Context: an optimization exercise on an open-source flow, tuned for small area. The choices shown serve that exercise and are no tape-out recipe.
In this exercise RTL edits were held to simulation tests only and were not proved equivalent to the original.
Power is estimated from default activity; no workload was simulated.

Design pid_control, start of the top module:
module pid_control #(
  parameter SENSOR_ADDR = 16'hDEAD,
  parameter PWM_ADDR    = 16'hDEAD,
  parameter INIT_REFER  = 0       ,
  parameter PWM_WIDTH   = 16      ,
  parameter TEMP_WIDTH  = 16
) (
  input                         clk               ,
  input                         reset             ,
  output logic [TEMP_WIDTH-1:0] temp_address      ,
  output logic                  temp_read         ,
  input        [          31:0] temp_readdata     ,
  input                         temp_readdatavalid,
  input                         temp_waitrequest  ,
  output logic [ PWM_WIDTH-1:0] pwm_address       ,
  output logic                  pwm_write         ,
  output logic [          31:0] pwm_writedata     ,
  input                         pwm_waitrequest   ,
  input        [           1:0] csr_address       ,
  input                         csr_write         ,
  input        [          31:0] csr_writedata     ,
  input                         csr_read          ,
  output logic [          31:0] csr_readdata
);
  localparam logic [2:0] S_RESET = 3'b000,
                         S_IDLE  = 3'b001,
                         S_CALC  = 3'b011,
                         S_RPID  = 3'b010,
                         S_READ  = 3'b101,
                         S_WPID  = 3'b110;
  logic        [ 2:0] state;
  ...
Size in the first run: ~110 flip-flops, roughly 170 I/O pins, ~5900 um2 of cells after synthesis.
==> flow/config.mk <==
export PLATFORM = sky130hd
export DESIGN_NAME = pid_control
export DESIGN_NICKNAME = pid_control
export VERILOG_FILES = /design/flow/design.v
export SDC_FILE = /design/flow/constraint.sdc
export NUM_CORES = 4
export LEC_CHECK = 0
export CAP_MARGIN = 20
export CORE_MARGIN = 2
export CORE_UTILIZATION = 40
export CTS_BUF_LIST = sky130_fd_sc_hd__clkbuf_8
export CTS_CLUSTER_DIAMETER = 200
export CTS_CLUSTER_SIZE = 30
export SLEW_MARGIN = 20
export SYNTH_HIERARCHICAL = 1
==> flow/constraint.sdc <==
create_clock -name core_clock -period 8.0 [get_ports {clk}]
set_input_delay 1.6000 -clock core_clock [delete_from_list [all_inputs] [get_ports {clk}]]
set_output_delay 1.6000 -clock core_clock [all_outputs]
set_load 0.01 [all_outputs]
run.sh (not shown) runs the stock make flow with config.mk's settings and CLKGATE_MAP_FILE= SYNTH_SCRIPT=/design/flow/synth_recipe.tcl, a recipe that flattens the netlist after the stock synthesis.
The first run produced a clean layout.
Change:
==> flow/flow/run.sh (new file) <==
#!/bin/bash
# Layout flow: the standard layout (standard.sh: ORFS synthesis through
# finish, unchanged), except that
#  - the buffers ORFS puts on the input and output ports are the smallest
#    buffer cell, sky130_fd_sc_hd__buf_1;
#  - clock tree synthesis inserts no dummy loads;
#  - the constant outputs share their tie cell (no per-port tie copies).
# ORFS writes each step's full log under orfs/logs/; the output of
# standard.sh itself goes to standard.log.
set -euo pipefail
export BUFFER_PORTS_ARGS="-buffer_cell sky130_fd_sc_hd__buf_1"
export CTS_ARGS="-sink_clustering_enable -repair_clock_nets -buf_list sky130_fd_sc_hd__clkbuf_8 -dont_use_dummy_load"
export SKIP_REPAIR_TIE_FANOUT=1
bash standard.sh > standard.log 2>&1
==> flow/standard.sh (new file) <==
#!/bin/bash
# synth_recipe.tcl (not shown) runs the flow's synth.tcl, then flattens the netlist and writes it again
# the make line also repeats each setting of config.mk as NAME=value (left out here)
make -C /OpenROAD-flow-scripts/flow DESIGN_CONFIG=/design/flow/config.mk WORK_HOME=/design/flow/orfs CLKGATE_MAP_FILE= SYNTH_SCRIPT=/design/flow/synth_recipe.tcl "${@:-finish}"
Settings changed: CTS_CLUSTER_DIAMETER 200 to default, CTS_CLUSTER_SIZE 30 to default.
removed: flow/run.sh
After rerunning: Final area falls by 12%; wire length falls by 3.4%; sequential power hardly moves; area after synthesis stays the same; via count went down by 1.2%; power went down by 7.6%; hold slack loses 7.2 ps; critical path depth is unchanged; maximum frequency went up by 0.53%; first-iteration DRC count is lower by 2.8%; sequential share of layout area rose by 6.0 points.
Change:
==> flow/flow/run.sh (replaced) <==
#!/bin/bash
# Layout flow: the standard layout (standard.sh: ORFS synthesis through
# finish, unchanged), except that the buffers ORFS puts on the input and
# output ports are the smallest buffer cell, sky130_fd_sc_hd__buf_1.
# ORFS writes each step's full log under orfs/logs/; the output of
# standard.sh itself goes to standard.log.
set -euo pipefail
export BUFFER_PORTS_ARGS="-buffer_cell sky130_fd_sc_hd__buf_1"
bash standard.sh > standard.log 2>&1
After rerunning: The new run produced a clean layout. Cell area grows by a few percent. Wire length went up slightly. Via count increases slightly. Setup slack is about the same.
Change:
Settings changed: CORE_UTILIZATION 40 to 60, PLACE_DENSITY from default to 0.75.
Effect: The changed run finished with timing, DRC and antenna clean; fmax goes up by 0.63%; clock skew rises by 5.8 ps; sequential share of layout area goes up by 0.10 points; cell area is about the same; cell count is lower by 6.3%; power came out higher by 0.52%.

## port drivers added, routing unchanged
The results above use ideal ports. As a check the final layouts listed here were re-extracted and re-timed, cells and wires unchanged.
Step 1 (the two cells are an assumption about what drives the block):
set clk [get_ports {clk}]
set_driving_cell -lib_cell sky130_fd_sc_hd__clkbuf_16 $clk
set_driving_cell -lib_cell sky130_fd_sc_hd__buf_2 [delete_from_list [all_inputs] $clk]
Step 2, shift: input delay + t, output delay - t, t = (earliest + latest rising clock arrival at the registers) / 2. This alone moves slack from input paths to output paths.
Three values: no drivers, after step 1, after step 2; two values: the first two.
run | t, ns | setup slack, ns | worst setup path at the end | worst register clock-pin slew, ns
the first run | 0.414 | 0.160 / 0.160 / 0.160 | register to register | 0.11 / 0.11
the second run | 0.399 | 0.201 / 0.201 / 0.201 | register to register | 0.10 / 0.10
the third run | 0.411 | 0.199 / 0.199 / 0.199 | register to register | 0.10 / 0.10
the fourth run | 0.395 | 0.248 / 0.248 / 0.248 | register to register | 0.11 / 0.11
After both steps every run listed still meets setup and hold.
